From an optimization exercise on the open Yosys and OpenROAD flow, aimed at small area, a short achievable clock period and few clock cycles per item; shortcuts taken in it are not production practice.
Where RTL was checked, it was by simulation tests only, not by an equivalence proof against the original.
The RTL of runs 2 to 4 was laid out without a check of its function.
No activity file was given, so power comes from the tool's default toggle rates.

**design.v**
```verilog
module multiplicador (
    input  logic        clk,
    input  logic        rst_n,
    input  logic        iniciar,
    input  logic [15:0] operando_a,
    input  logic [15:0] operando_b,
    output logic [31:0] producto,
    output logic        terminado
);
    logic [15:0] b_temp;
    logic [4:0]  contador;
    logic        ocupado;
    always_ff @(posedge clk) begin
        if (!rst_n) begin
            terminado <= 0; ocupado <= 0; producto <= 0; b_temp <= 0; contador <= 0;
        end else begin
            if (iniciar && !ocupado) begin
                b_temp   <= operando_b;
                producto <= 0;
                ocupado  <= 1;
                terminado <= 0;
                contador <= 0;
            end else if (ocupado) begin
                if (contador == 16) begin
                    terminado <= 1;
                    ocupado   <= 0;
                end else begin
                    if (b_temp[0]) begin
                        producto <= producto + (32'(operando_a) << contador);
                    end
                    b_temp   <= b_temp >> 1;
                    contador <= contador + 1;
                end
            end
        end
    end
endmodule
module divisor (
    input  logic        clk,
    input  logic        rst_n,
    input  logic        iniciar,
    input  logic [15:0] dividendo,
    input  logic [15:0] divisor,
    output logic [31:0] cociente,
    output logic        terminado
);
    typedef enum logic [2:0] {REPOSO, INICIO, DESPLAZAR, VERIFICAR, CHECK_FIN, FIN} estados_t;
    estados_t estado;
    logic [31:0] reg_a;
    logic [15:0] reg_b;
    logic [4:0]  iteracion;
    logic [15:0] diferencia;
    assign diferencia = reg_a[31:16] - reg_b;
    always_ff @(posedge clk) begin
        if (!rst_n) begin
            terminado <= 0; cociente <= 0; estado <= REPOSO;
            reg_a <= 0; reg_b <= 0; iteracion <= 0;
        end else begin
            case (estado)
                REPOSO: begin
                    terminado <= 0;
                    if (iniciar) estado <= INICIO;
                end
                INICIO: begin
                    reg_a <= {16'b0, dividendo};
                    reg_b <= divisor;
                    iteracion <= 16;
                    estado <= DESPLAZAR;
                end
                DESPLAZAR: begin
                    reg_a <= reg_a << 1;
                    iteracion <= iteracion - 1;
                    estado <= VERIFICAR;
                end
                VERIFICAR: begin
                    if (reg_a[31:16] >= reg_b) begin
                        reg_a[31:16] <= reg_a[31:16] - reg_b;
                        reg_a[0] <= 1;  
                    end
                    estado <= CHECK_FIN;
                end
                CHECK_FIN: begin
                    if (iteracion == 0) estado <= FIN;
                    else estado <= DESPLAZAR;
                end
                FIN: begin
                    cociente <= reg_a;
                    terminado <= 1;
                    estado <= REPOSO;
                end
            endcase
        end
    end
endmodule
module raiz (
    input  logic        clk,
    input  logic        rst_n,
    input  logic        iniciar,
    input  logic [15:0] radicando,
    output logic [15:0] raiz_res,
    output logic        terminado
);
    logic [31:0] op_actual;
    logic [15:0] raiz_temp;
    logic [15:0] uno;
    logic        ocupado;
    always_ff @(posedge clk) begin
        if (!rst_n) begin
            terminado <= 0; ocupado <= 0; raiz_res <= 0;
        end else begin
            if (iniciar && !ocupado) begin
                op_actual <= radicando;
                raiz_temp <= 0;
                uno <= 1 << 14;  
                ocupado <= 1;
                terminado <= 0;
            end else if (ocupado) begin
                if (uno != 0) begin
                    if (op_actual >= (raiz_temp + uno)) begin
                        op_actual <= op_actual - (raiz_temp + uno);
                        raiz_temp <= (raiz_temp >> 1) + uno;
                    end else begin
                        raiz_temp <= raiz_temp >> 1;
                    end
                    uno <= uno >> 2;
                end else begin
                    raiz_res <= raiz_temp;
                    terminado <= 1;
                    ocupado <= 0;
                end
            end
        end
    end
endmodule
module bcd (
    input  logic        clk,
    input  logic        rst_n,
    input  logic        iniciar,
    input  logic [15:0] binario,
    output logic [19:0] bcd_salida,
    output logic        terminado
);
    logic [35:0] registro;
    logic [4:0]  contador;
    logic        ocupado;
    always_ff @(posedge clk) begin
        logic [35:0] temp;
        if (!rst_n) begin
            terminado <= 0; ocupado <= 0; contador <= 0; registro <= 0; bcd_salida <= 0;
        end else begin
            if (iniciar && !ocupado) begin
                registro <= {20'd0, binario};
                contador <= 0;
                ocupado  <= 1;
                terminado <= 0;
            end else if (ocupado) begin
                if (contador == 16) begin
                    bcd_salida <= registro[35:16];
                    terminado  <= 1;
                    ocupado    <= 0;
                end else begin
                    temp = registro;
                    if (temp[19:16] >= 5) temp[19:16] += 3;
                    if (temp[23:20] >= 5) temp[23:20] += 3;
                    if (temp[27:24] >= 5) temp[27:24] += 3;
                    if (temp[31:28] >= 5) temp[31:28] += 3;
                    if (temp[35:32] >= 5) temp[35:32] += 3;
                    registro <= temp << 1;
                    contador <= contador + 1;
                end
            end
        end
    end
endmodule
module unidad_math (
    input  logic        clk,
    input  logic        rst_n,
    input  logic        start,
    input  logic [1:0]  op,        
    input  logic [15:0] a,
    input  logic [15:0] b,
    output logic [31:0] result,
    output logic        done
);
    typedef enum logic [1:0] {IDLE, LAUNCH, GUARD, WAIT} st_t;
    st_t st;
    logic [1:0]  op_r;
    logic [15:0] a_r, b_r;
    logic        s_mult, s_div, s_raiz, s_bcd;
    logic [31:0] r_mult, r_div;
    logic [15:0] r_raiz;
    logic [19:0] r_bcd;
    logic        f_mult, f_div, f_raiz, f_bcd;
    multiplicador u_mult (.clk(clk), .rst_n(rst_n), .iniciar(s_mult), .operando_a(a_r), .operando_b(b_r), .producto(r_mult), .terminado(f_mult));
    divisor       u_div  (.clk(clk), .rst_n(rst_n), .iniciar(s_div),  .dividendo(a_r),  .divisor(b_r),    .cociente(r_div),  .terminado(f_div));
    raiz          u_raiz (.clk(clk), .rst_n(rst_n), .iniciar(s_raiz), .radicando(a_r),  .raiz_res(r_raiz), .terminado(f_raiz));
    bcd           u_conv (.clk(clk), .rst_n(rst_n), .iniciar(s_bcd),  .binario(a_r),    .bcd_salida(r_bcd), .terminado(f_bcd));
    always_ff @(posedge clk) begin
        if (!rst_n) begin
            st <= IDLE; done <= 0; result <= 0;
            op_r <= 0; a_r <= 0; b_r <= 0;
            s_mult <= 0; s_div <= 0; s_raiz <= 0; s_bcd <= 0;
        end else begin
            done <= 0;
            s_mult <= 0; s_div <= 0; s_raiz <= 0; s_bcd <= 0;
            case (st)
                IDLE: if (start) begin
                    op_r <= op; a_r <= a; b_r <= b; st <= LAUNCH;
                end
                LAUNCH: begin
                    case (op_r)
                        2'd0: s_mult <= 1;
                        2'd1: s_div  <= 1;
                        2'd2: s_raiz <= 1;
                        default: s_bcd <= 1;
                    endcase
                    st <= GUARD;
                end
                GUARD: st <= WAIT;
                default: begin
                    case (op_r)
                        2'd0: if (f_mult) begin result <= r_mult; done <= 1; st <= IDLE; end
                        2'd1: if (f_div)  begin result <= r_div;  done <= 1; st <= IDLE; end
                        2'd2: if (f_raiz) begin result <= {16'b0, r_raiz}; done <= 1; st <= IDLE; end
                        default: if (f_bcd) begin result <= {12'b0, r_bcd}; done <= 1; st <= IDLE; end
                    endcase
                end
            endcase
        end
    end
endmodule
```
**run.sh**
```bash
#!/bin/bash
# synth_recipe.tcl (not shown) runs the flow's synth.tcl, then flattens the netlist and writes it again
# the make line also repeats each setting of config.mk as NAME=value (left out here)
make -C /OpenROAD-flow-scripts/flow DESIGN_CONFIG=/design/flow/config.mk WORK_HOME=/design/flow/orfs CLKGATE_MAP_FILE= SYNTH_SCRIPT=/design/flow/synth_recipe.tcl finish
```
**config.mk**
```make
export PLATFORM = sky130hd
export DESIGN_NAME = unidad_math
export DESIGN_NICKNAME = unidad_math
export VERILOG_FILES = /design/flow/design.v
export SDC_FILE = /design/flow/constraint.sdc
export NUM_CORES = 4
export LEC_CHECK = 0
export CAP_MARGIN = 20
export CORE_MARGIN = 2
export CORE_UTILIZATION = 45
export PLACE_DENSITY = 0.6
export SLEW_MARGIN = 20
```
**constraint.sdc**
```tcl
create_clock -name core_clock -period 8.0 [get_ports {clk}]
set_input_delay 1.6000 -clock core_clock [delete_from_list [all_inputs] [get_ports {clk}]]
set_output_delay 1.6000 -clock core_clock [all_outputs]
set_load 0.01 [all_outputs]
```
==> results of run 1 <==
[cell type report]
| type | count | area share, % |
|---|---|---|
| Multi-Input combinational cell | 1894 | 50.6 |
| Sequential cell | 354 | 34.5 |
| Clock buffer | 56 | 5.40 |
| Timing Repair Buffer | 95 | 4.03 |
| Tap cell | 585 | 3.31 |
| Inverter | 66 | 1.14 |
| Clock inverter | 20 | 0.938 |
[report_power, final]
| group | total, mW | switching, mW | internal, mW |
|---|---|---|---|
| logic | 0.869 | 0.568 | 0.300 |
| registers | 2.05 | 0.137 | 1.92 |
| clock network | 1.97 | 0.811 | 1.16 |
| total | 4.89 | 1.52 | 3.37 |
[layout by cell type (no fill, tap or decap), types with 18 or more instances in the layout]
master / n
a21o_1: 25
a21oi_1: 311
a222oi_1: 18
a22oi_1: 31
a311oi_1: 31
a31oi_1: 29
and2_1: 19
buf_4: 25
clkbuf_16: 44
clkdlybuf4s50_1: 69
dfxtp_1: 298
edfxtp_1: 56
ha_1: 104
inv_1: 61
mux2i_1: 54
nand2_1: 466
nand2b_1: 24
nand3_1: 41
nand4_1: 18
nor2_1: 243
nor2b_1: 24
nor3_1: 46
o21ai_0: 101
or3_1: 27
xnor2_1: 42
xor2_1: 39
[final timing paths]
check	from	end	cells after the start
setup / recovery	u_raiz.raiz_temp[2]	u_raiz.op_actual[19]	16
hold / removal	u_conv.registro[6]	u_conv.registro[6]	2
setup reg to reg	u_raiz.raiz_temp[2]	u_raiz.op_actual[19]	16
hold reg to reg	u_conv.registro[6]	u_conv.registro[6]	2
[metrics by stage]
step	hold WS [ns]	cells	util [%]
4_1_cts	0.454	3070	51.4
3_3_place_gp	0.442	2991	48.0
5_1_grt	0.473	3070	51.4
3_5_place_dp	0.446	2994	48.1
6_report	0.452	3070	51.4
2_1_floorplan	0.424	2462	-
[kinds of logic after synthesis]
group           share of synthesized area, %
mux                                     3.61
compound gates                          21.2
buf+inv                                 4.18
simple gates                            21.5
flops                                   38.9
fa+ha+maj                               6.99
xor+xnor                                3.61
[registers in the layout (all words and copies together), names as in the netlist, 20 cells and up]
name / count
u_mult.producto: 32
u_conv.registro: 36
u_conv.bcd_salida: 20
result: 32
u_raiz.op_actual: 32
u_div.cociente: 32
u_div.reg_a: 32
[metal layers]
| metal | wire length [um] | GRT usage, % |
|---|---|---|
| met5 | 0 | 0 |
| met4 | 1200 | 6.37 |
| met3 | 3250 | 3.53 |
| met2 | 26600 | 40.7 |
| met1 | 27800 | 37.2 |
[synth_stat cells (12+ instances only)]
library cell	n
o21a_1	13
xnor2_1	42
nand3_1	41
edfxtp_1	56
o21ai_0	101
and3_1	15
inv_1	61
a21oi_1	311
xor2_1	39
a21o_1	25
ha_1	105
mux2i_1	54
a22oi_1	31
nand4_1	18
dfxtp_1	298
a311oi_1	31
nand2b_1	24
o31ai_1	12
nor2_1	244
o21bai_1	13
nor3_1	47
clkbuf_1	125
a222oi_1	18
a211oi_1	12
nand2_1	468
nor2b_1	25
a31oi_1	29
and2_1	19
or3_1	28
[worst reg2reg max path: stages, from the launching register on]
cell	delay (ns)
edfxtp_1	0.46
ha_1	0.36
a31oi_1	0.30
o21bai_1	0.15
a31oi_1	0.29
o21bai_1	0.14
a31oi_1	0.28
o21bai_1	0.14
xnor2_1	0.14
ha_1	0.38
and3_1	0.22
nand4_1	0.12
or4_4	0.54
a31oi_4	0.33
nor2_4	0.18
a21boi_2	0.41
buf_4	0.43
==> reports/results.tsv, run 1 <==
metric	value	unit
synth_cells	2462	
drt_wl_total	58.9	mm
synth_top_area_share	30.4	%
ant_nets	0	
placed_area	20700	um^2
path_delay_family	compound AO/OA/AOI/OAI gates	
yosysSeqAreaShare	38.9	%
cts_resized	0	
initialDrtViolationCount	1631	
diodes	0	
die_h	213	um
design_area	22100	um^2
vias	17700	
multi_input_area	11200	um^2
synthToLayoutAreaGrowth	12.7	%
hold_viol	0	
clock_latency	0.58	ns
core_area	43100	um^2
tns	0	ns
rows	76	
n_fill_cell	4144	
track_usage	25.8	%
cts_buffers	43	
worstSetupPathType	reg2reg	
avgSynthCellArea	7.98	um^2
cts_max_level	2	
end_kind	register	
io_buffers	69	
cp_data_arrival_time	5.46	ns
die_w	213	um
final_nets	2599	
synth-seq-cells	354	
die-area	45300	um^2
drc	0	
cts.clk_slew.worst_paths	0.06	ns
synth-edff-count	56	
seq_area	7650	um^2
ctsHoldBuffers	0	
synthArstFlopShare	0	%
worstMarginPinSlew	1.04	ns
grt_pass1_vias	16100	
cts_setup_buffers	0	
r2r_setup_slack	2.78	ns
setup_viol	0	
vias_per_cell	5.78	
drtPass1Iterations	8	
io_pins	70	
grt_max_degree	141	
fin_ws	2.78	ns
cts_sinks	354	
hpwlAfterDp	41.1	mm
powerDensity	221	nW/um^2
fmax	0.191	GHz
path_cells	ha_1, a31oi_1, o21bai_1, a31oi_1, o21bai_1, a31oi_1, o21bai_1, xnor2_1, ha_1, and3_1, nand4_1, or4_4, a31oi_4, nor2_4, a21boi_2, buf_4	
drv_slew	0	
synth_top_cell_by_area	dfxtp_1	
start_util	45.6	%
hold_class	reg2reg	
max_stage_delay	0.54	ns
p_leak	8.14	nW
place_worst_setup_slack	2.84	ns
crit_path_top_delay_cell	or4_4	
grt_overflow	0	
period_needed	5.22	ns
cts-root-buf	clkbuf_16	
startpoint_type	register	
avgRoutedWirePerCell	19.2	um
drive_gt1_share	5.27	%
cp.required	8.23	ns
drv_cap	0	
ys_types	85	
finalPower	4.89	mW
slew_headroom	30.9	%
rsz0062_at_grt	no	
status	complete, no violations	
synth_fp_nets	2607	
clockBufferDepth	3	
antenna_found_initial	0	
worstPathMaxFanout	26	
grt_pass1_wl	91.2	mm
cts_tree	yes	
worst-path-buf-inv	1	
yosys_warnings	5	
vdd_ir_drop_max	0.153	mV
synth_flop_cell	dfxtp_1	
period_share	65.3	%
syn_area	19600	um^2
synth_area_leaders	dfxtp_1 30%, nand2_1 8.9%, edfxtp_1 8.6%, a21oi_1 7.9%, ha_1 6.7%	
gp_congestion	0.888	
finClkSkew	0.0215	ns
Testbench counts, summed over its fixed seeds: cycles 549,048, items 16,000.
==> inputs of run 2 (changes only) <==
==> design.v (replaced) <==
module unidad_math (
    input  logic        clk,
    input  logic        rst_n,
    input  logic        start,
    input  logic [1:0]  op,        
    input  logic [15:0] a,
    input  logic [15:0] b,
    output logic [31:0] result,
    output logic        done
);
    logic [31:0] R;       
    logic [15:0] A;       
    logic [1:0]  op_r;
    logic [3:0]  cnt;
    logic        busy;
    logic [16:0] m_sum;
    assign m_sum = {1'b0, R[31:16]} + (R[0] ? {1'b0, A} : 17'd0);
    logic [17:0] d_dif;
    logic        d_ge;
    assign d_dif = {1'b0, R[31:15]} - {2'b00, A};
    assign d_ge  = ~d_dif[17];
    logic [10:0] s_x;
    logic [10:0] s_dif;
    logic        s_ge;
    assign s_x   = {R[24:16], A[15:14]};
    assign s_dif = s_x - {1'b0, R[7:0], 2'b01};
    assign s_ge  = (s_x >= {1'b0, R[7:0], 2'b01});
    function automatic logic [19:0] dabble(input logic [19:0] d, input logic bit_in);
        logic [19:0] t;
        t = d;
        for (int k = 0; k < 5; k++)
            if (t[4*k +: 4] >= 4'd5) t[4*k +: 4] = t[4*k +: 4] + 4'd3;
        dabble = {t[18:0], bit_in};
    endfunction
    logic [19:0] b_d;
    always_comb begin
        b_d = R[19:0];
        for (int i = 0; i < 4; i++) b_d = dabble(b_d, A[15 - i]);
    end
    always_ff @(posedge clk) begin
        if (!rst_n) begin
            busy <= 1'b0;
            done <= 1'b0;
        end else begin
            done <= 1'b0;
            if (start) begin
                busy <= 1'b1;
                op_r <= op;
                case (op)
                    2'd0: begin R <= {16'd0, b}; A <= a; cnt <= 4'd15; end
                    2'd1: begin R <= {16'd0, a}; A <= b; cnt <= 4'd15; end
                    2'd2: begin R <= 32'd0;      A <= a; cnt <= 4'd7;  end
                    default: begin R <= 32'd0;   A <= a; cnt <= 4'd3;  end
                endcase
            end else if (busy) begin
                cnt <= cnt - 4'd1;
                if (cnt == 4'd0) begin
                    busy <= 1'b0;
                    done <= 1'b1;
                end
                case (op_r)
                    2'd0: R <= {m_sum, R[15:1]};
                    2'd1: R <= {(d_ge ? d_dif[15:0] : R[30:15]), R[14:0], d_ge};
                    2'd2: begin
                        R[26:16] <= (cnt == 4'd0) ? 11'd0 : (s_ge ? s_dif : s_x);
                        R[7:0]   <= {R[6:0], s_ge};
                        A        <= {A[13:0], 2'b00};
                    end
                    default: begin
                        R[19:0] <= b_d;
                        A       <= {A[11:0], 4'b0000};
                    end
                endcase
            end
        end
    end
    assign result = R;
endmodule
==> reports/results.tsv, run 2 <==
metric	value	unit
status	complete, no violations	
synth_top_area_share	21.2	%
drt_wl_total	22.2	mm
synthTopCellsByCount	95 x nor2_1, 77 x a21oi_1, 71 x nand2_1	
ctsHoldBuffers	0	
utilization	52.1	%
drive_gt1_share	7.91	%
dp.cells	1198	
period_share	55.4	%
netSwitchingPower	0.890	mW
synth_fp_nets	1054	
die-area	18000	um^2
cts_resized	0	
yosysSeqAreaShare	21.7	%
worstSetupPathType	reg2reg	
die_h	134	um
endpoint	R[5]	
p_leak	3.56	nW
tns	0	ns
synth_cells	946	
powerDensity	226	nW/um^2
hpwlAfterDp	17.2	mm
fin_ws	3.57	ns
core_area	16600	um^2
yosysMostFrequentCell	nor2_1	
diodes	0	
cp.required	8.05	ns
synth-seq-cells	56	
gp_congestion	0.873	
design_area	8640	um^2
clockBufferDepth	2	
synthArstFlopShare	0	%
worstMarginPinSlew	1.09	ns
io_pins	70	
end_kind	register	
r2r_cells	20	
place_worst_setup_slack	3.65	ns
startpoint_type	register	
layout_common_cells	95 x nor2_1, 77 x a21oi_1, 71 x nand2_1	
drv_cap	0	
timing.rr.end	R[5]	
final_nets	1093	
finalNonFillerCells	1206	
setup_viol	0	
hold_class	reg2reg	
r2r-start	R[0]	
fmax	0.226	GHz
avgRoutedWirePerCell	18.4	um
synth_flop_cell	edfxtp_1	
syn_area	7640	um^2
worst-path-buf-inv	4	
finClkSkew	0.00685	ns
track_usage	24.8	%
largest_reg_flops	32	
ys_types	89	
antenna_found_initial	0	
grt_max_degree	61	
reg_top3	R x32, A x16, cnt x4	
path_cells	inv_1, ha_1, and2b_4, or3_4, and2_4, clkinv_2, ha_1, inv_1, o21ai_0, a211oi_1, nor2_1, inv_1, ha_1, a31oi_1, o21ai_0, a21boi_1, a21oi_2, nor2_2, xnor2_1, o31ai_2	
cts_sinks	56	
start_util	46.1	%
synth-edff-count	54	
worst_hold_slack	0.514	ns
sequentialPowerShare	21.5	%
cp_data_arrival_time	4.48	ns
cts_tree	yes	
rows	47	
avgSynthCellArea	8.08	um^2
io_buffers	69	
cts-root-buf	clkbuf_16	
grt_overflow	0	
finalPower	1.96	mW
synthToLayoutAreaGrowth	13.0	%
cp_num_cells	20	
die_w	134	um
clock_power_share	13.7	%
slew_headroom	26.8	%
largest-register	R	
yosys_warnings	1	
period_needed	4.43	ns
path_delay_family	compound AO/OA/AOI/OAI gates	
ant_nets	0	
vias	7164	
synth_top_cell_by_area	edfxtp_1	
startpoint	R[0]	
drc	0	
cts_buffers	5	
power_frac_comb	64.8	%
worstPathMaxFanout	18	
max_stage_delay	0.58	ns
drtPass1Iterations	5	
cts.clk_slew.worst_paths	0.08	ns
cts_max_level	2	
r2r_setup_slack	3.57	ns
initialDrtViolationCount	467	
synth_area_leaders	edfxtp_1 21%, ha_1 11%, mux2i_1 5.9%, a21oi_1 5.0%, nor2_1 4.7%	
cts_setup_buffers	0	
vdd_ir_drop_max	0.170	mV
rsz0062_at_grt	no	
final_common_cell	nor2_1	
hold_viol	0	
grt_pass1_wl	35.2	mm
switching_share	45.5	%
vias_per_cell	5.94	
clock_latency	0.31	ns
placed_area	8470	um^2
crit_path_top_delay_cell	inv_1	
grt_pass1_vias	6575	
p_int	1.07	mW
drv_slew	0	
-- run 2: area by class of cell --
cell class	count	area (um^2)
multi-input cells	780	5550
clock inverters	3	47.5
fillers	1653	7950
repair buffers	75	731
well taps	220	275
inverters	67	253
clock buffers	5	125
flip-flops and latches	56	1660
-- run 2: worst register-to-register path: cells and delay by family, from the launching register on --
kind                     cells  cell delay, ns
adder cells (fa/ha/maj)      3            0.82
AO/OA/AOI/OAI                7            1.12
buffers and inverters        4            0.78
AND/OR/NAND/NOR              5            0.71
XOR/XNOR                     1            0.20
flip-flops                   1            0.54
-- run 2: power by group through the flow --
| stage | combinational (mW) | sequential, mW | clock [mW] |
|---|---|---|---|
| after global routing | 1.41 | 0.427 | 0.279 |
| after CTS | 1.26 | 0.420 | 0.271 |
| after detailed placement | 1.25 | 0.427 | 0 |
| final | 1.27 | 0.421 | 0.268 |
| after floorplan | 0.990 | 0.406 | 0 |
| after global placement | 1.24 | 0.426 | 0 |
-- run 2: worst min path at each step --
| stage | startpoint | endpoint | slack, ns | cells after the start |
|---|---|---|---|---|
| floorplan | busy | done | 0.44 | 2 |
| global placement | busy | done | 0.50 | 2 |
| finish | busy | done | 0.51 | 2 |
| CTS | busy | done | 0.51 | 2 |
| global route | busy | done | 0.54 | 2 |
| detailed placement | busy | done | 0.50 | 2 |
-- run 2: per-layer routing --
layer  global-route usage (%)  vias to the layer above  share of wire, %
met1                     37.0                     3347                49
met4                     6.32                        0               2.0
met3                     3.48                       26               6.4
li1                         -                     3567                 -
met5                        0                        -                 0
met2                     37.6                      224                42
-- run 2: cell families (layout without fill, tap and decap cells) --
family | count (synthesis) | count (layout) | share of synthesized area [%]
DFF | 56 | 56 | 21.7
muxes | 56 | 56 | 7.73
AOI/OAI and AO/OA | 345 | 345 | 30.9
xor gates and xnor gates | 46 | 46 | 6.01
buffers and inverters | 110 | 150 | 5.80
adders and majority gates | 71 | 71 | 11.8
and+or+nand+nor | 262 | 262 | 16.0
==> inputs of run 3 (changes only) <==
--- a/config.mk
+++ b/config.mk
@@ -9,4 +9,5 @@
 export CORE_MARGIN = 2
 export CORE_UTILIZATION = 45
 export PLACE_DENSITY = 0.6
+export SETUP_SLACK_MARGIN = 5
 export SLEW_MARGIN = 20
==> reports/results.tsv, run 3 <==
metric	value	unit
yosys_warnings	1	
synth-seq-cells	56	
fin_ws	4.25	ns
multi_input_area	6640	um^2
cp_data_arrival_time	3.88	ns
drtPass1Iterations	7	
cts.clk_slew.worst_paths	0.08	ns
synthArstFlopShare	0	%
io_buffers	69	
drt_wl_total	27.4	mm
avgRoutedWirePerCell	19.9	um
die_h	134	um
vias_per_cell	5.99	
rsz0062_at_grt	yes	
cts_buffers	5	
ys_types	89	
cts_tree	yes	
synth_top_cell_by_area	edfxtp_1	
cts_sinks	56	
final_nets	1260	
synth_area_leaders	edfxtp_1 21%, ha_1 11%, mux2i_1 5.9%, a21oi_1 5.0%, nor2_1 4.7%	
hold_class	reg2reg	
largest_reg_flops	32	
ant_nets	0	
yosysMostFrequentCell	nor2_1	
clockBufferDepth	2	
vias	8222	
place_worst_setup_slack	3.87	ns
syn_area	7640	um^2
n_fill_cell	1344	
cts-root-buf	clkbuf_16	
avgSynthCellArea	8.08	um^2
status	complete, no violations	
cts_max_level	2	
slew_headroom	36.1	%
drv_cap	0	
grt_pass1_vias	7562	
vdd_ir_drop_max	0.231	mV
r2r_setup_slack	4.25	ns
p_leak	4.66	nW
end_kind	register	
finalPower	2.71	mW
largest-register	R	
seq_area	1660	um^2
worstSetupPathType	reg2reg	
io_pins	70	
synth_top_area_share	21.2	%
drc	0	
yosysSeqAreaShare	21.7	%
powerDensity	244	nW/um^2
initialDrtViolationCount	641	
worstMarginPinSlew	0.951	ns
layout_common_cells	125 x buf_4, 82 x nor2_1, 66 x nand2_1	
synth-edff-count	54	
cp.required	8.14	ns
final_common_cell	buf_4	
track_usage	28.7	%
setup_viol	0	
antenna_found_initial	0	
diodes	0	
start_util	46.1	%
synth_cells	946	
synth_fp_nets	1054	
fmax	0.267	GHz
drive_gt1_share	34.7	%
die-area	18000	um^2
reg_top3	R x32, A x16, cnt x4	
synth_flop_cell	edfxtp_1	
synthToLayoutAreaGrowth	45.8	%
hold_viol	0	
die_w	134	um
gp_congestion	0.864	
utilization	67.2	%
period_share	46.8	%
finClkSkew	0.00756	ns
worstPathMaxFanout	4	
startpoint_type	register	
worst_hold_slack	0.516	ns
drv_slew	0	
grt_overflow	0	
grt_pass1_wl	40.8	mm
clock_latency	0.31	ns
tns	0	ns
core_area	16600	um^2
rows	47	
period_needed	3.75	ns
ctsHoldBuffers	0	
hpwlAfterDp	17.5	mm
grt_max_degree	82	
synthTopCellsByCount	95 x nor2_1, 77 x a21oi_1, 71 x nand2_1	
==> run 3: cell types whose count changed in the layout (fill, tap and decap cells not counted), moves of 13 or more <==
cell / change
o21ai_2: +16
o21ai_0: -24
inv_2: +18
clkdlybuf4s50_1: -21
buf_6: +37
ha_1: -29
a21oi_2: +14
ha_4: +21
inv_1: -22
buf_4: +119
nor2_1: -13
a21oi_1: -17
==> run 3: cell families after synthesis <==
group	share of synthesized area, %
AOI/OAI and AO/OA	30.9
xor gates and xnor gates	6.01
adders and majority gates	11.8
buffers and inverters	5.80
DFF	21.7
muxes	7.73
and+or+nand+nor	16.0
==> run 3: report_power, final <==
part | internal [mW] | total [mW] | leakage (nW) | switching (mW)
Sequential | 0.365 | 0.397 | 0.533 | 0.0323
Combinational | 1.02 | 2.08 | 4.05 | 1.05
Clock | 0.118 | 0.240 | 0.0742 | 0.122
Total | 1.50 | 2.71 | 4.66 | 1.21
==> run 3: stage by stage <==
step,cell area [um^2],cells
after global placement,8800,1198
after CTS,10400,1332
after global routing,11100,1373
after floorplan,8000,946
final,11100,1373
after detailed placement,8800,1198
==> run 3: worst paths after layout <==
kind / from / to / depth (start not counted)
max: R[12] / R[18] / 18
min: busy / done / 2
max reg2reg: R[12] / R[18] / 18
min reg2reg: busy / done / 2
==> run 3: critical path, stage by stage, from the launching register on <==
cell,delay [ns]
edfxtp_1,0.49
o21ai_0,0.38
nor3_2,0.09
a21oi_2,0.12
buf_6,0.13
inv_2,0.03
ha_2,0.16
nand2b_4,0.14
a21boi_4,0.18
xnor2_2,0.17
ha_2,0.23
nor2b_4,0.15
o21ai_4,0.07
xnor2_2,0.26
ha_2,0.25
nand2b_4,0.05
a21bo_4,0.22
or2_1,0.20
a311oi_1,0.24
==> run 3: layout make-up <==
class                   count  share of cell area [%]
repair buffers            238                    19.3
flip-flops and latches     56                    14.9
clock inverters             3                   0.202
clock buffers               5                    1.12
inverters                  67                    2.45
multi-input cells         784                    59.6
well taps                 220                    2.47
==> run 3: timing repair <==
item,in CTS,in global routing
pin swaps,66,54
setup buffers,125,38
endpoints found under the setup margin,104,59
hold endpoints to repair,0,0
gates cloned,1,3
gates resized for setup,139,100
==> run 3: per-layer routing <==
| metal | track usage, % | wire length [um] | vias to the layer above |
|---|---|---|---|
| met5 | 0 | 0 | - |
| met4 | 7.49 | 655 | 0 |
| met3 | 4.46 | 1780 | 36 |
| met2 | 45.5 | 12400 | 309 |
| met1 | 40.9 | 12600 | 3942 |
| li1 | - | - | 3935 |
==> inputs of run 4 (changes only) <==
==> design.v (replaced) <==
module unidad_math (
    input  logic        clk,
    input  logic        rst_n,
    input  logic        start,
    input  logic [1:0]  op,        
    input  logic [15:0] a,
    input  logic [15:0] b,
    output logic [31:0] result,
    output logic        done
);
    logic [31:0] R;       
    logic [15:0] A;       
    logic [1:0]  op_r;
    logic [2:0]  cnt;
    logic        busy;
    logic        sub;
    logic [18:0] X, P, Q, S1, S2, S3, cs_s, cs_c;
    assign sub = op_r[0];
    assign X   = sub ? {1'b0, R[31:14]} : {3'b000, R[31:16]};
    assign P   = {3'b000, A} ^ {19{sub}};
    assign Q   = {2'b00, A, 1'b0} ^ {19{sub}};
    assign S1  = X + P + {18'd0, sub};
    assign S2  = X + Q + {18'd0, sub};
    assign cs_s = X ^ P ^ Q;
    assign cs_c = {((X[17:0] & P[17:0]) | (X[17:0] & Q[17:0]) | (P[17:0] & Q[17:0])), sub};
    assign S3  = cs_s + cs_c + {18'd0, sub};
    logic [17:0] m_hi;
    always_comb
        case (R[1:0])
            2'd0: m_hi = X[17:0];
            2'd1: m_hi = S1[17:0];
            2'd2: m_hi = S2[17:0];
            default: m_hi = S3[17:0];
        endcase
    logic [1:0]  d_q;
    logic [15:0] d_r;
    always_comb begin
        if (!S3[18])      begin d_q = 2'd3; d_r = S3[15:0]; end
        else if (!S2[18]) begin d_q = 2'd2; d_r = S2[15:0]; end
        else if (!S1[18]) begin d_q = 2'd1; d_r = S1[15:0]; end
        else              begin d_q = 2'd0; d_r = X[15:0];  end
    end
    logic [10:0] s_x, s_t;
    logic [11:0] s_dif;
    logic        s_ge;
    assign s_x   = {R[24:16], A[15:14]};
    assign s_t   = {1'b0, R[7:0], 2'b01};
    assign s_dif = {1'b0, s_x} - {1'b0, s_t};
    assign s_ge  = ~s_dif[11];
    function automatic logic [19:0] dabble(input logic [19:0] d, input logic bit_in);
        logic [19:0] t;
        t = d;
        for (int k = 0; k < 5; k++)
            if (t[4*k +: 4] >= 4'd5) t[4*k +: 4] = t[4*k +: 4] + 4'd3;
        dabble = {t[18:0], bit_in};
    endfunction
    logic [19:0] b_d;
    always_comb begin
        b_d = R[19:0];
        for (int i = 0; i < 4; i++) b_d = dabble(b_d, A[15 - i]);
    end
    always_ff @(posedge clk) begin
        if (!rst_n) begin
            busy <= 1'b0;
            done <= 1'b0;
        end else begin
            done <= 1'b0;
            if (start) begin
                busy <= 1'b1;
                op_r <= op;
                case (op)
                    2'd0: begin R <= {16'd0, b}; A <= a; cnt <= 3'd7; end
                    2'd1: begin R <= {16'd0, a}; A <= b; cnt <= 3'd7; end
                    2'd2: begin R <= 32'd0;      A <= a; cnt <= 3'd7; end
                    default: begin R <= 32'd0;   A <= a; cnt <= 3'd3; end
                endcase
            end else if (busy) begin
                cnt <= cnt - 3'd1;
                if (cnt == 3'd0) begin
                    busy <= 1'b0;
                    done <= 1'b1;
                end
                case (op_r)
                    2'd0: R <= {m_hi, R[15:2]};
                    2'd1: R <= {d_r, R[13:0], d_q};
                    2'd2: begin
                        R[24:16] <= (cnt == 3'd0) ? 9'd0 : (s_ge ? s_dif[8:0] : s_x[8:0]);
                        R[7:0]   <= {R[6:0], s_ge};
                        A        <= {A[13:0], 2'b00};
                    end
                    default: begin
                        R[19:0] <= b_d;
                        A       <= {A[11:0], 4'b0000};
                    end
                endcase
            end
        end
    end
    assign result = R;
endmodule
==> reports/results.tsv, run 4 <==
metric	value	unit
core_area	23300	um^2
drv_slew	0	
cp.required	8.13	ns
rsz0062_at_grt	yes	
period_share	51.9	%
fmax	0.241	GHz
r2r_setup_slack	3.85	ns
avgRoutedWirePerCell	23.3	um
synthArstFlopShare	0	%
largest_reg_flops	32	
drive_gt1_share	33.7	%
vias	12100	
tns	0	ns
antenna_found_initial	0	
switching_share	49.9	%
cts_sinks	55	
diodes	0	
hold_path_startpoint	cnt[0]	
reg_top3	R x32, A x16, cnt x3	
cts-root-buf	clkbuf_16	
whs_path_depth	1	
clock_power_share	6.4	%
cts.clk_slew.worst_paths	0.09	ns
netSwitchingPower	2.00	mW
vias_per_cell	6.46	
end_kind	register	
synth_fp_nets	1481	
synthTopCellsByCount	117 x nand2_1, 101 x a21oi_1, 90 x nor2_1	
ant_nets	0	
p_int	2.01	mW
gp_congestion	0.984	
largest-register	R	
hold_class	reg2reg	
hold_viol	0	
worst_hold_slack	0.563	ns
powerDensity	262	nW/um^2
ys_types	99	
slew_headroom	35.7	%
status	complete, no violations	
cts_tree	yes	
io_pins	70	
n_fill_cell	1935	
layout_common_cells	166 x buf_4, 111 x nand2_1, 81 x a21oi_1	
grt_pass1_wl	63.9	mm
yosysSeqAreaShare	15.4	%
timing.rr.end	R[23]	
die_h	157	um
track_usage	33.2	%
utilization	65.6	%
avgSynthCellArea	7.89	um^2
vdd_ir_drop_max	0.117	mV
die_w	157	um
synth_cells	1341	
yosys_warnings	1	
synth_top_area_share	15.0	%
grt_overflow	0	
synth_flop_cell	edfxtp_1	
drt_wl_total	43.7	mm
setup_viol	0	
synth_area_leaders	edfxtp_1 15%, ha_1 11%, mux2i_1 5.8%, a21oi_1 4.8%, nand2_1 4.2%	
synth-edff-count	53	
cts_max_level	2	
worstSetupPathType	reg2reg	
worstMarginPinSlew	0.960	ns
rows	56	
clockBufferDepth	2	
hpwlAfterDp	29.1	mm
grt_max_degree	58	
ctsHoldBuffers	0	
r2r-start	op_r[0]	
cts_buffers	5	
sequentialPowerShare	10.3	%
period_needed	4.15	ns
p_leak	6.10	nW
grt_pass1_vias	11100	
yosysMostFrequentCell	nand2_1	
synthToLayoutAreaGrowth	44.2	%
synth-seq-cells	55	
syn_area	10600	um^2
cp_data_arrival_time	4.28	ns
io_buffers	69	
hold_path_end	cnt[0]	
finClkSkew	0.0126	ns
drc	0	
initialDrtViolationCount	1553	
power_frac_comb	83.3	%
r2r_cells	15	
final_common_cell	buf_4	
drtPass1Iterations	6	
drv_cap	0	
start_util	45.5	%
clock_latency	0.32	ns
worstPathMaxFanout	5	
final_nets	1696	
die-area	24700	um^2
startpoint_type	register	
synth_top_cell_by_area	edfxtp_1	
==> run 4: cell count changes after synthesis, moves of 13 or more <==
cell / before / now
mux2i_1: 45 / 61
mux2_2: 6 / 19
ha_1: 69 / 89
nand3_1: 7 / 26
xnor2_1: 25 / 40
o21a_1: 15 / 28
o211ai_1: 4 / 18
clkbuf_1: 25 / 49
xor2_1: 15 / 38
a21oi_1: 77 / 101
nand2_1: 71 / 117
==> run 4: what timing repair did <==
action                     CTS  global route
gates cloned                 0             2
buffers inserted           135            64
resized for setup          190           156
setup endpoints to repair  124            69
pin swaps                   66            82
==> run 4: worst max-delay path by stage <==
stage                 start    end  slack [ns]  cells past startpoint
floorplan           op_r[0]  R[23]        3.58                     18
global placement    op_r[0]  R[23]        2.84                     13
global route        op_r[0]  R[23]        3.75                     17
detailed placement  op_r[0]  R[23]        2.63                     13
finish              op_r[0]  R[23]        3.85                     15
CTS                 op_r[0]  R[23]        3.86                     14
==> run 4: logic make-up (layout without fill, tap and decap cells) <==
logic type               count (synthesis)  count (layout)  synth area share [%]
buffers and inverters                  137             353                  5.21
multiplexers                            83              83                  8.25
adder cells (fa/ha/maj)                104             104                  13.3
XOR/XNOR                                79              79                  6.61
AND/OR/NAND/NOR                        378             378                  17.4
AO/OA/AOI/OAI                          505             505                  33.9
flip-flops                              55              55                  15.4
==> run 4: cell type report <==
class,instances,area [um^2],share of cell area [%]
Tap cell,319,399,2.62
Inverter,63,246,1.62
Clock inverter,3,33.8,0.221
Sequential cell,55,1630,10.7
Timing Repair Buffer,282,2610,17.1
Clock buffer,5,125,0.820
Multi-Input combinational cell,1149,10200,66.9
==> run 4: power by group through the flow <==
stage | Sequential [mW] | Clock, mW | Combinational (mW)
2_1_floorplan | 0.409 | 0 | 1.78
3_3_place_gp | 0.449 | 0 | 2.28
3_5_place_dp | 0.448 | 0 | 2.29
4_1_cts | 0.408 | 0.255 | 2.81
5_1_grt | 0.413 | 0.265 | 3.55
6_report | 0.412 | 0.257 | 3.33
==> run 4: metal layers <==
| metal | track usage (%) | vias up | share of wire (%) |
|---|---|---|---|
| li1 | - | 5540 | - |
| met1 | 47.5 | 5843 | 43 |
| met2 | 52.4 | 625 | 45 |
| met3 | 4.65 | 108 | 9.0 |
| met4 | 8.79 | 0 | 3.1 |
| met5 | 0 | - | 0 |
==> run 4: worst max-delay path, cell delays in order, from the launching register on <==
cell and delay [ns]:
edfxtp_1 0.51, buf_12 0.19, buf_12 0.14, buf_8 0.12, xor2_4 0.20, fa_1 0.54, ha_4 0.21, a211oi_4 0.29
o21ai_4 0.13, a31oi_4 0.24, a31oi_4 0.12, mux2i_2 0.18, or2_4 0.26, or3b_1 0.36, o211a_1 0.16, a2111oi_4 0.29
==> run 4: through the flow <==
step                std cells  total power [mW]  worst slack (ns)  cell area (um^2)
finish                   1876              4.00              3.85             15300
global route             1876              4.23              3.75             15300
CTS                      1810              3.47              3.86             13900
detailed placement       1667              2.73              2.63             11900
global placement         1667              2.73              2.84             11900
floorplan                1341              2.19              3.58             11100

## separate check: timing with driven ports
The results above use ideal ports. As a check the final layouts listed here were re-extracted and re-timed, cells and wires unchanged. Step 1: set_driving_cell puts a clkbuf_16 on clk and a buf_2 on each other input, an assumption about the parent block. Step 2 adds t to the input delays and takes it off the output delays; t is the mean of the earliest and latest rising clock arrival at the registers after step 1. Input paths then give back, and output paths get back, about the clock's delay inside the block. a / b / c = ideal / step 1 / step 2; a / b = the first two.
run	shift t [ns]	setup slack, ns	worst hold slack (ns)	worst setup path after step 2	worst register clock-pin slew, ns
run 1	0.625	2.777 / 2.777 / 2.777	0.452 / 0.452 / 0.452	register to register	0.07 / 0.07
run 2	0.349	3.567 / 3.567 / 3.567	0.514 / 0.514 / 0.514	register to register	0.08 / 0.08
run 3	0.342	4.253 / 4.253 / 4.253	0.516 / 0.516 / 0.516	register to register	0.08 / 0.08
run 4	0.356	3.848 / 3.848 / 3.848	0.563 / 0.563 / 0.563	register to register	0.09 / 0.09
After both steps every run listed still meets setup and hold.
